Source: an optimization exercise on an open RTL-to-GDS flow (aim: small area, a short achievable clock period and few clock cycles). Production flows keep margins and buffers that such runs may drop.
Where RTL was checked, it was by simulation tests only, not by an equivalence proof against the original.
Power is estimated from default activity; no workload was simulated.

==> v36 <==
// LCD_CTRL
module LCD_CTRL(
    input clk, cmd_valid, reset,
    input [3:0] cmd,
    input [7:0] IROM_Q,
    output IRAM_valid, IROM_rd, busy, done,
    output [5:0] IROM_A,
    output [5:0] IRAM_A,
    output [7:0] IRAM_D
);
Settings: LEC_CHECK=0, ABC_AREA=1, CAP_MARGIN=20, CORE_MARGIN=2, CORE_UTILIZATION=55, CTS_CLUSTER_DIAMETER=100, CTS_CLUSTER_SIZE=24, SLEW_MARGIN=20, SYNTH_HIERARCHICAL=1; clock period 10.0 ns.
standard.sh (not shown) runs the stock make flow with config.mk's settings and CLKGATE_MAP_FILE= SYNTH_SCRIPT=/design/flow/synth_recipe.tcl, a recipe that flattens the netlist after the stock synthesis.
==> flow/flow/run.sh <==
#!/bin/bash
# The standard layout with three changes: plain buffers on the ports; in the otherwise standard
# (hierarchical) synthesis, the pixel banks (module lcd_bank) are mapped by an area-oriented ABC
# script (flow/bank.script) and the rest by the standard one; timing repair aiming for a setup
# slack of 7 ns at the 10 ns clock.
set -euo pipefail
here=$(pwd)
cat > own_synth.tcl <<EOF2
proc abc {args} {
  set i [lsearch -exact \$args -script]
  set a2 \$args
  lset a2 [expr {\$i + 1}] $here/flow/bank.script
  yosys abc {*}\$a2 lcd_bank
  yosys abc {*}\$args LCD_CTRL
}
EOF2
cat synth_recipe.tcl >> own_synth.tcl
export BUFFER_PORTS_ARGS="-buffer_cell sky130_fd_sc_hd__buf_4"
bash standard.sh SYNTH_SCRIPT=$here/own_synth.tcl SETUP_SLACK_MARGIN=7 finish > standard.log 2>&1
==> flow/flow/bank.script <==
strash
dch
amap
topo
stime -c
==> inputs of v11, as changes to v36 <==
==> flow/design.v (replaced) <==
module LCD_CTRL(
    input clk, cmd_valid, reset,
    input [3:0] cmd,
    input [7:0] IROM_Q,
    output IRAM_valid, IROM_rd, busy, done,
    output [5:0] IROM_A,
    output [5:0] IRAM_A,
    output [7:0] IRAM_D
);
    reg [2:0] r, c;           
    reg [1:0] ri0, ri1, ci0, ci1;
    reg [1:0] pri0, pri1, pci0, pci1;   
    reg       busy_r, cv, cw, wph, done_r, rom_rd, ram_v;
    reg       rsp;            
    reg       idl;            
    reg       smax, smin, savg;
    reg [9:0] ssum;           
    reg       sv;             
    reg [3:0] srow, scol;     
    reg [5:0] rom_a, ram_a, wend;
    reg [7:0] ram_d;
    reg [63:0] ld;            
    reg [7:0] x0, x1, x2, x3;  
    reg       l0, l1, l2, l3;  
    assign busy = busy_r;
    assign done = done_r;
    assign IROM_rd = rom_rd;
    assign IROM_A = rom_a;
    assign IRAM_valid = ram_v;
    assign IRAM_A = ram_a;
    assign IRAM_D = ram_d;
    wire wc = l0 & l1 & l2 & l3;              
    wire opx = cv & wc & (~savg | sv);
    wire g01 = x0 >= x1, g02 = x0 >= x2, g03 = x0 >= x3;
    wire g12 = x1 >= x2, g13 = x1 >= x3, g23 = x2 >= x3;
    wire [7:0] vmax = ({8{ g01 &  g02 &  g03}} & x0) | ({8{~g01 &  g12 &  g13}} & x1) |
                      ({8{~g02 & ~g12 &  g23}} & x2) | ({8{~g03 & ~g13 & ~g23}} & x3);
    wire [7:0] vmin = ({8{~g01 & ~g02 & ~g03}} & x0) | ({8{ g01 & ~g12 & ~g13}} & x1) |
                      ({8{ g02 &  g12 & ~g23}} & x2) | ({8{ g03 &  g13 &  g23}} & x3);
    function [8:0] add8;
        input [7:0] a, b;
        reg [7:0] g0, p0, g1, p1, g2, p2, g3;
        begin
            g0 = a & b; p0 = a ^ b;
            g1 = g0 | (p0 & {g0[6:0], 1'b0}); p1 = p0 & {p0[6:0], 1'b0};
            g2 = g1 | (p1 & {g1[5:0], 2'b0}); p2 = p1 & {p1[5:0], 2'b0};
            g3 = g2 | (p2 & {g2[3:0], 4'b0});
            add8 = {g3[7], p0 ^ {g3[6:0], 1'b0}};
        end
    endfunction
    function [9:0] add9;
        input [8:0] a, b;
        reg [8:0] g0, p0, g1, p1, g2, p2, g3, p3, g4;
        begin
            g0 = a & b; p0 = a ^ b;
            g1 = g0 | (p0 & {g0[7:0], 1'b0}); p1 = p0 & {p0[7:0], 1'b0};
            g2 = g1 | (p1 & {g1[6:0], 2'b0}); p2 = p1 & {p1[6:0], 2'b0};
            g3 = g2 | (p2 & {g2[4:0], 4'b0}); p3 = p2 & {p2[4:0], 4'b0};
            g4 = g3 | (p3 & {g3[0], 8'b0});
            add9 = {g4[8], p0 ^ {g4[7:0], 1'b0}};
        end
    endfunction
    wire [9:0] sum = add9(add8(x0, x1), add8(x2, x3));
    wire [7:0] vavg = ssum[9:2];
    wire [7:0] vsym = ({8{smax}} & vmax) | ({8{smin}} & vmin) | ({8{savg}} & vavg);
    wire [7:0] nv0 = vsym | ({8{srow[0]}} & x2) | ({8{scol[0]}} & x1);
    wire [7:0] nv1 = vsym | ({8{srow[1]}} & x3) | ({8{scol[1]}} & x0);
    wire [7:0] nv2 = vsym | ({8{srow[2]}} & x0) | ({8{scol[2]}} & x3);
    wire [7:0] nv3 = vsym | ({8{srow[3]}} & x1) | ({8{scol[3]}} & x2);
    wire [3:0] wi0 = {ri0, ci0}, wi1 = {ri0, ci1}, wi2 = {ri1, ci0}, wi3 = {ri1, ci1};
    wire [3:0] pi0 = {pri0, pci0}, pi1 = {pri0, pci1}, pi2 = {pri1, pci0}, pi3 = {pri1, pci1};
    wire chg0 = wi0 != pi0, chg1 = wi1 != pi1, chg2 = wi2 != pi2, chg3 = wi3 != pi3;
    wire land = rom_rd & ~wph & ~idl;          
    wire lb0 = land & ~rsp & ~rom_a[3] & ~rom_a[0];
    wire lb1 = land & ~rsp & ~rom_a[3] &  rom_a[0];
    wire lb2 = land & ~rsp &  rom_a[3] & ~rom_a[0];
    wire lb3 = land & ~rsp &  rom_a[3] &  rom_a[0];
    wire sh0 = land & rsp & ~rom_a[3] & ~rom_a[0];
    wire sh1 = land & rsp & ~rom_a[3] &  rom_a[0];
    wire sh2 = land & rsp &  rom_a[3] & ~rom_a[0];
    wire sh3 = land & rsp &  rom_a[3] &  rom_a[0];
    wire wstart = cw & ~wph;                  
    wire [7:0] wd0 = lb0 ? IROM_Q : x0;
    wire [7:0] wd1 = lb1 ? IROM_Q : x1;
    wire [7:0] wd2 = lb2 ? IROM_Q : x2;
    wire [7:0] wd3 = lb3 ? IROM_Q : x3;
    wire [7:0] y0, y1, y2, y3;
    lcd_bank b0 (.clk(clk), .wa(pi0), .wd(wd0), .ra(wi0), .rd(y0));
    lcd_bank b1 (.clk(clk), .wa(pi1), .wd(wd1), .ra(wi1), .rd(y1));
    lcd_bank b2 (.clk(clk), .wa(pi2), .wd(wd2), .ra(wi2), .rd(y2));
    lcd_bank b3 (.clk(clk), .wa(pi3), .wd(wd3), .ra(wi3), .rd(y3));
    wire [5:0] a0 = {ri0, 1'b0, ci0, 1'b0};    
    wire [5:0] a1 = {ri0, 1'b0, ci1, 1'b1};
    wire [5:0] a2 = {ri1, 1'b1, ci0, 1'b0};
    wire [5:0] a3 = {ri1, 1'b1, ci1, 1'b1};
    wire ld0 = ld[a0], ld1 = ld[a1], ld2 = ld[a2], ld3 = ld[a3];
    wire nl0 = chg0 ? (ld0 | sh0) : (l0 | lb0);
    wire nl1 = chg1 ? (ld1 | sh1) : (l1 | lb1);
    wire nl2 = chg2 ? (ld2 | sh2) : (l2 | lb2);
    wire nl3 = chg3 ? (ld3 | sh3) : (l3 | lb3);
    wire miss = ~(nl0 & nl1 & nl2 & nl3);
    wire [5:0] fa = ~nl0 ? a0 : ~nl1 ? a1 : ~nl2 ? a2 : a3;
    wire sym = smax | smin | savg;            
    wire xch = chg0 | chg1 | chg2 | chg3 | land;
    always @(posedge clk) ssum <= (opx & sym) ? {vsym, 2'b00} : sum;
    always @(posedge clk, posedge reset) begin
        if (reset) sv <= 1'b0;
        else sv <= opx | ~xch;
    end
    always @(posedge clk) begin
        x0 <= opx ? nv0 : chg0 ? ((sh0 & ~ld0) ? IROM_Q : y0) : lb0 ? IROM_Q : x0;
        x1 <= opx ? nv1 : chg1 ? ((sh1 & ~ld1) ? IROM_Q : y1) : lb1 ? IROM_Q : x1;
        x2 <= opx ? nv2 : chg2 ? ((sh2 & ~ld2) ? IROM_Q : y2) : lb2 ? IROM_Q : x2;
        x3 <= opx ? nv3 : chg3 ? ((sh3 & ~ld3) ? IROM_Q : y3) : lb3 ? IROM_Q : x3;
    end
    wire take = cmd_valid & ~busy_r;
    wire mu = take & (cmd == 4'd1) & (r != 3'd0);
    wire md = take & (cmd == 4'd2) & (r != 3'd6);
    wire ml = take & (cmd == 4'd3) & (c != 3'd0);
    wire mr = take & (cmd == 4'd4) & (c != 3'd6);
    wire is_op = cmd >= 4'd5;
    wire [2:0] ru = r - 3'd1, rd = r + 3'd1, cl = c - 3'd1, cr = c + 3'd1;
    wire [1:0] ru0 = ru[2:1] + {1'b0, ru[0]}, rd0 = rd[2:1] + {1'b0, rd[0]};
    wire [1:0] cl0 = cl[2:1] + {1'b0, cl[0]}, cr0 = cr[2:1] + {1'b0, cr[0]};
    wire [5:0] w = {r, c};
    wire [5:0] wfirst = wc ? w : rom_a;
    wire [5:0] wnext = (wstart ? wfirst : w) + 6'd1;
    wire [2:0] wr = wnext[5:3], wcl = wnext[2:0];
    wire ldq = rom_a[3] ? (rom_a[0] ? ld3 : ld2) : (rom_a[0] ? ld1 : ld0);
    wire fok = (idl & ~ld[0] & ~(opx & (r == 3'd0) & ~c[2] & ~c[1])) |
               (land & ~rsp) | (land & rsp & ~ldq);
    wire fast = take & (cmd == 4'd0) & fok;
    wire [5:0] fnext = rom_a + 6'd1;          
    wire [2:0] fr = fnext[5:3], fcl = fnext[2:0];
    wire [1:0] fri0 = fr[2:1] + {1'b0, fr[0]}, fci0 = fcl[2:1] + {1'b0, fcl[0]};
    wire       wlast = ram_v & (w == wend);     
    wire       wgo = wph & ~done_r & ~wlast;
    reg  [7:0] xs, ys;
    reg        nls;
    always @(*) begin
        case ({r[0], c[0]})
            2'b00: begin xs = x0; ys = y0; nls = ld[a0]; end
            2'b01: begin xs = x1; ys = y1; nls = ld[a1]; end
            2'b10: begin xs = x2; ys = y2; nls = ld[a2]; end
            default: begin xs = x3; ys = y3; nls = ld[a3]; end
        endcase
    end
    always @(posedge clk) begin
        ram_a <= fast ? rom_a : wstart ? wfirst : w;
        ram_d <= fast ? IROM_Q : wstart ? (wc ? xs : IROM_Q) : (nls ? ys : IROM_Q);
        if (fast) wend <= rom_a;
        else if (wstart) wend <= wfirst;
    end
    wire cvn = (take & is_op) | (cv & ~opx);
    wire avgn = take ? (cmd == 4'd7) : savg;   
    wire svn = opx | ~xch;
    wire dd = r[0] ^ c[0];                    
    always @(posedge clk, posedge reset) begin
        if (reset) begin
            r <= 3'd3; c <= 3'd3;
            ri0 <= 2'd2; ri1 <= 2'd1; ci0 <= 2'd2; ci1 <= 2'd1;
            pri0 <= 2'd2; pri1 <= 2'd1; pci0 <= 2'd2; pci1 <= 2'd1;
            busy_r <= 1'b0;
            cv <= 1'b0;
            cw <= 1'b0;
            wph <= 1'b0;
            done_r <= 1'b0;
            rom_rd <= 1'b0;
            rsp <= 1'b0;
            idl <= 1'b0;
            ram_v <= 1'b0;
            l0 <= 1'b0; l1 <= 1'b0; l2 <= 1'b0; l3 <= 1'b0;
        end else begin
            pri0 <= ri0; pri1 <= ri1; pci0 <= ci0; pci1 <= ci1;
            l0 <= nl0; l1 <= nl1; l2 <= nl2; l3 <= nl3;
            if (fast) begin
                wph <= 1'b1;
                busy_r <= 1'b1;
                cv <= 1'b0;
                ram_v <= 1'b1;
                r <= fr; c <= fcl;
                ri1 <= fr[2:1]; ri0 <= fri0;
                ci1 <= fcl[2:1]; ci0 <= fci0;
                rom_rd <= 1'b1;
                rsp <= 1'b0;
                idl <= 1'b0;
            end else if (wph | wstart) begin
                wph <= 1'b1;
                cv <= 1'b0;
                ram_v <= wstart | wgo;
                if (wlast) done_r <= 1'b1;
                if (wstart | wgo) begin
                    r <= wr; c <= wcl;
                    ri1 <= wr[2:1]; ri0 <= wr[2:1] + {1'b0, wr[0]};
                    ci1 <= wcl[2:1]; ci0 <= wcl[2:1] + {1'b0, wcl[0]};
                end
                rom_rd <= wstart | wgo;
                rsp <= 1'b0;
                idl <= 1'b0;
            end else begin
                if (mu) begin r <= ru; ri1 <= ru[2:1]; ri0 <= ru0; end
                if (md) begin r <= rd; ri1 <= rd[2:1]; ri0 <= rd0; end
                if (ml) begin c <= cl; ci1 <= cl[2:1]; ci0 <= cl0; end
                if (mr) begin c <= cr; ci1 <= cr[2:1]; ci0 <= cr0; end
                rom_rd <= 1'b1;
                rsp <= mv_any;
                idl <= ~miss & ~mv_any;
                cv <= cvn;
                if (take & (cmd == 4'd0)) cw <= 1'b1;
                busy_r <= (take & (cmd == 4'd0)) | (cvn & (miss | (avgn & ~svn)));
            end
        end
    end
    wire mv_any = mu | md | ml | mr;
    wire [5:0] fmv = mu ? {ru, c} : md ? {r + 3'd2, c} : ml ? {r, cl} : {r, c + 3'd2};
    always @(posedge clk)
        rom_a <= fast ? fnext : (wph | wstart) ? wnext : mv_any ? fmv : miss ? fa : 6'd0;
    integer q;
    always @(posedge clk) begin
        if (reset) ld <= 64'd0;
        else for (q = 0; q < 64; q = q + 1) if (land && rom_a == q) ld[q] <= 1'b1;
    end
    always @(posedge clk) begin
        if (take) begin
            smax <= cmd == 4'd5;
            smin <= cmd == 4'd6;
            savg <= cmd == 4'd7;
            srow[0] <= (cmd == 4'd10) | (cmd == 4'd8 &  dd) | (cmd == 4'd9 & ~dd);
            srow[1] <= (cmd == 4'd10) | (cmd == 4'd8 & ~dd) | (cmd == 4'd9 &  dd);
            srow[2] <= (cmd == 4'd10) | (cmd == 4'd8 & ~dd) | (cmd == 4'd9 &  dd);
            srow[3] <= (cmd == 4'd10) | (cmd == 4'd8 &  dd) | (cmd == 4'd9 & ~dd);
            scol[0] <= (cmd == 4'd11) | (cmd == 4'd8 & ~dd) | (cmd == 4'd9 &  dd);
            scol[1] <= (cmd == 4'd11) | (cmd == 4'd8 &  dd) | (cmd == 4'd9 & ~dd);
            scol[2] <= (cmd == 4'd11) | (cmd == 4'd8 &  dd) | (cmd == 4'd9 & ~dd);
            scol[3] <= (cmd == 4'd11) | (cmd == 4'd8 & ~dd) | (cmd == 4'd9 &  dd);
        end
    end
endmodule
module lcd_bank(
    input clk,
    input [3:0] wa, ra,
    input [7:0] wd,
    output [7:0] rd
);
    reg [7:0] m [0:15];
    integer k;
    always @(posedge clk)
        for (k = 0; k < 16; k = k + 1)
            if (wa == k) m[k] <= wd;
    assign rd = m[ra];
endmodule
==> inputs of v17, as changes to v36 <==
--- a/flow/design.v
+++ b/flow/design.v
@@ -8,21 +8,18 @@
     output [7:0] IRAM_D
 );
     reg [2:0] r, c;           
     reg [1:0] ri0, ri1, ci0, ci1;
     reg [1:0] pri0, pri1, pci0, pci1;   
-    reg       busy_r, cv, cw, wph, done_r, rom_rdn, ram_v;
-    wire      rom_rd = ~rom_rdn;   
+    reg       busy_r, cv, cw, wph, done_r, rom_rd, ram_v;
     reg       rsp;            
     reg       smax, smin, savg;
     reg       sperm;          
     reg [9:0] ssum;           
     reg       sv;             
     reg [3:0] srow, scol;     
-    reg [5:0] ram_a, wend;
-    reg [5:0] rom_ax;         
-    wire [5:0] rom_a = rom_ax ^ 6'd36;
+    reg [5:0] rom_a, ram_a, wend;
     reg [7:0] ram_d;
     reg [63:0] ld;            
     reg [7:0] x0, x1, x2, x3;  
     reg       l0, l1, l2, l3;  
     assign busy = busy_r;
@@ -137,20 +134,20 @@
     wire dd = r[0] ^ c[0];                    
     always @(posedge clk, posedge reset) begin
         if (reset) begin
             busy_r <= 1'b0;
             done_r <= 1'b0;
-            rom_rdn <= 1'b0;                  
+            rom_rd <= 1'b0;
             ram_v <= 1'b0;
         end else begin
             if (wph | wstart) begin
                 busy_r <= 1'b1;
                 ram_v <= wstart | wgo;
                 if (wlast) done_r <= 1'b1;
-                rom_rdn <= ~(wstart | wgo);
+                rom_rd <= wstart | wgo;
             end else begin
-                rom_rdn <= ~(miss | mv_any);
+                rom_rd <= miss | mv_any;
                 busy_r <= (take & (cmd == 4'd0)) |
                           (cvn & (permn ? miss2 : (miss | (avgn & ~svn))));
             end
         end
     end
@@ -185,14 +182,11 @@
                 cv <= cvn;
                 if (take & (cmd == 4'd0)) cw <= 1'b1;
             end
         end
     end
-    always @(posedge clk, posedge reset) begin
-        if (reset) rom_ax <= 6'd0;
-        else rom_ax <= ((wph | wstart) ? wnext : mv_any ? fmv : fa) ^ 6'd36;
-    end
+    always @(posedge clk) rom_a <= (wph | wstart) ? wnext : mv_any ? fmv : fa;
     integer q;
     always @(posedge clk) begin
         if (reset) ld <= 64'd0;
         else for (q = 0; q < 64; q = q + 1) if (land && rom_a == q) ld[q] <= 1'b1;
     end
==> inputs of v19, as changes to v36 <==
--- a/flow/design.v
+++ b/flow/design.v
@@ -8,21 +8,18 @@
     output [7:0] IRAM_D
 );
     reg [2:0] r, c;           
     reg [1:0] ri0, ri1, ci0, ci1;
     reg [1:0] pri0, pri1, pci0, pci1;   
-    reg       busy_r, cv, cw, wph, done_r, rom_rdn, ram_v;
-    wire      rom_rd = ~rom_rdn;   
+    reg       busy_r, cv, cw, wph, done_r, rom_rd, ram_v;
     reg       rsp;            
     reg       smax, smin, savg;
     reg       sperm;          
     reg [9:0] ssum;           
     reg       sv;             
     reg [3:0] srow, scol;     
-    reg [5:0] ram_a, wend;
-    reg [5:0] rom_ax;         
-    wire [5:0] rom_a = rom_ax ^ 6'd36;
+    reg [5:0] rom_a, ram_a, wend;
     reg [7:0] ram_d;
     reg [63:0] ld;            
     reg [7:0] x0, x1, x2, x3;  
     reg       l0, l1, l2, l3;  
     assign busy = busy_r;
@@ -41,11 +38,34 @@
     wire g12 = x1 >= x2, g13 = x1 >= x3, g23 = x2 >= x3;
     wire [7:0] vmax = ({8{ g01 &  g02 &  g03}} & x0) | ({8{~g01 &  g12 &  g13}} & x1) |
                       ({8{~g02 & ~g12 &  g23}} & x2) | ({8{~g03 & ~g13 & ~g23}} & x3);
     wire [7:0] vmin = ({8{~g01 & ~g02 & ~g03}} & x0) | ({8{ g01 & ~g12 & ~g13}} & x1) |
                       ({8{ g02 &  g12 & ~g23}} & x2) | ({8{ g03 &  g13 &  g23}} & x3);
-    wire [9:0] sum = x0 + x1 + x2 + x3;
+    function [8:0] add8;
+        input [7:0] a, b;
+        reg [7:0] g0, p0, g1, p1, g2, p2, g3;
+        begin
+            g0 = a & b; p0 = a ^ b;
+            g1 = g0 | (p0 & {g0[6:0], 1'b0}); p1 = p0 & {p0[6:0], 1'b0};
+            g2 = g1 | (p1 & {g1[5:0], 2'b0}); p2 = p1 & {p1[5:0], 2'b0};
+            g3 = g2 | (p2 & {g2[3:0], 4'b0});
+            add8 = {g3[7], p0 ^ {g3[6:0], 1'b0}};
+        end
+    endfunction
+    function [9:0] add9;
+        input [8:0] a, b;
+        reg [8:0] g0, p0, g1, p1, g2, p2, g3, p3, g4;
+        begin
+            g0 = a & b; p0 = a ^ b;
+            g1 = g0 | (p0 & {g0[7:0], 1'b0}); p1 = p0 & {p0[7:0], 1'b0};
+            g2 = g1 | (p1 & {g1[6:0], 2'b0}); p2 = p1 & {p1[6:0], 2'b0};
+            g3 = g2 | (p2 & {g2[4:0], 4'b0}); p3 = p2 & {p2[4:0], 4'b0};
+            g4 = g3 | (p3 & {g3[0], 8'b0});
+            add9 = {g4[8], p0 ^ {g4[7:0], 1'b0}};
+        end
+    endfunction
+    wire [9:0] sum = add9(add8(x0, x1), add8(x2, x3));
     wire [7:0] vavg = ssum[9:2];
     wire [7:0] vsym = ({8{smax}} & vmax) | ({8{smin}} & vmin) | ({8{savg}} & vavg);
     wire [7:0] nv0 = vsym | ({8{srow[0]}} & wd2) | ({8{scol[0]}} & wd1);
     wire [7:0] nv1 = vsym | ({8{srow[1]}} & wd3) | ({8{scol[1]}} & wd0);
     wire [7:0] nv2 = vsym | ({8{srow[2]}} & wd0) | ({8{scol[2]}} & wd3);
@@ -103,12 +123,10 @@
     wire mr = take & (cmd == 4'd4) & (c != 3'd6);
     wire is_op = cmd >= 4'd5;
     wire [2:0] ru = r - 3'd1, rd = r + 3'd1, cl = c - 3'd1, cr = c + 3'd1;
     wire [1:0] ru0 = ru[2:1] + {1'b0, ru[0]}, rd0 = rd[2:1] + {1'b0, rd[0]};
     wire [1:0] cl0 = cl[2:1] + {1'b0, cl[0]}, cr0 = cr[2:1] + {1'b0, cr[0]};
-    wire mv_any = mu | md | ml | mr;
-    wire [5:0] fmv = mu ? {ru, c} : md ? {r + 3'd2, c} : ml ? {r, cl} : {r, c + 3'd2};
     wire [5:0] w = {r, c};
     wire [5:0] wfirst = wc ? w : rom_a;
     wire [5:0] wnext = (wstart ? wfirst : w) + 6'd1;
     wire [2:0] wr = wnext[5:3], wcl = wnext[2:0];
     wire       wlast = ram_v & (w == wend);     
@@ -137,20 +155,20 @@
     wire dd = r[0] ^ c[0];                    
     always @(posedge clk, posedge reset) begin
         if (reset) begin
             busy_r <= 1'b0;
             done_r <= 1'b0;
-            rom_rdn <= 1'b0;                  
+            rom_rd <= 1'b0;
             ram_v <= 1'b0;
         end else begin
             if (wph | wstart) begin
                 busy_r <= 1'b1;
                 ram_v <= wstart | wgo;
                 if (wlast) done_r <= 1'b1;
-                rom_rdn <= ~(wstart | wgo);
+                rom_rd <= wstart | wgo;
             end else begin
-                rom_rdn <= ~(miss | mv_any);
+                rom_rd <= miss | mv_any;
                 busy_r <= (take & (cmd == 4'd0)) |
                           (cvn & (permn ? miss2 : (miss | (avgn & ~svn))));
             end
         end
     end
@@ -185,14 +203,13 @@
                 cv <= cvn;
                 if (take & (cmd == 4'd0)) cw <= 1'b1;
             end
         end
     end
-    always @(posedge clk, posedge reset) begin
-        if (reset) rom_ax <= 6'd0;
-        else rom_ax <= ((wph | wstart) ? wnext : mv_any ? fmv : fa) ^ 6'd36;
-    end
+    wire mv_any = mu | md | ml | mr;
+    wire [5:0] fmv = mu ? {ru, c} : md ? {r + 3'd2, c} : ml ? {r, cl} : {r, c + 3'd2};
+    always @(posedge clk) rom_a <= (wph | wstart) ? wnext : mv_any ? fmv : fa;
     integer q;
     always @(posedge clk) begin
         if (reset) ld <= 64'd0;
         else for (q = 0; q < 64; q = q + 1) if (land && rom_a == q) ld[q] <= 1'b1;
     end
==> run summary <==
                                                                            v19         v11         v17         v36
Result of the run                                      timing/DRC/antenna clean  timing/DRC/antenna clean  timing/DRC/antenna clean  timing/DRC/antenna clean
Worst hold slack across all endpoints                                  0.463 ns    0.460 ns    0.459 ns    0.461 ns
Clock-pin slew on the worst setup and hold paths                        0.10 ns     0.09 ns     0.10 ns     0.10 ns
Post-placement worst setup slack                                        6.26 ns     6.09 ns     6.23 ns     5.91 ns
Critical register-to-register path startpoint                             x3[7]      ri0[1]      ri0[0]      ci0[1]
Crit path launch                                                          ram_v      rom_rd      rom_rd   rom_ax[2]
Core Footprint                                                        56200 um2   56600 um2   55300 um2   56300 um2
Total routed wire length on the met1 layer                             40000 um    41200 um    37900 um    38900 um
Area of all placed cells without fillers                              35000 um2   37100 um2   34600 um2   35400 um2
Number of well-tap cells placed                                             756         756         748         756
Final non-clock buffer share                                              4.00%       5.80%       3.47%       4.38%
Power density of the placed cells                                    309 nW/um2  126 nW/um2  295 nW/um2  293 nW/um2
Bufs and invs on worst path                                                   1           1           1           2
R2r worst-path depth                                                         12          14          12          13
Share of final-layout standard cells stronger than drive strength 1       13.6%       18.1%       12.0%       14.7%
P_clk                                                                   1580 uW     1650 uW     1600 uW     1540 uW
Total instance count after detailed placement                              3764        3832        3683        3723
Area overhead of the layout relative to synthesis                         12.3%       17.5%       12.2%       13.4%
Detailed router's first-iteration violation count                          2691        3082        2771        3024
Total stage count of the critical path                                        1           1           1           2
Testbench counts of v17, summed over its fixed seeds: cycles 11,002.
Testbench counts of v19, summed over its fixed seeds: cycles 11,002.
For v36 and v11, only the layout was checked, not whether the RTL still works.

what the ideal ports hide:
The results above use ideal ports. As a check the final layouts listed here were re-extracted and re-timed, cells and wires unchanged. Step 1: set_driving_cell puts a clkbuf_16 on clk and a buf_2 on each other input, an assumption about the parent block. Step 2 also shifts input and output timing later by t, the mid clock arrival at the registers, as if the neighbouring blocks saw the same clock. Three values: ideal, step 1, step 2; two values: the first two.
run	shift t [ns]	setup WS [ns]	pins driven straight from the clock port
v36	0.639	6.789 / 6.730 / 6.387	1
v11	0.647	6.763 / 6.699 / 6.348	1
v17	0.647	6.824 / 6.763 / 6.488	1
v19	0.646	6.807 / 6.742 / 6.484	1
After both steps every run listed still meets setup and hold. The setup slack of v11, which loses most, moves by -0.064 ns with the drivers and by -0.415 ns with both steps.
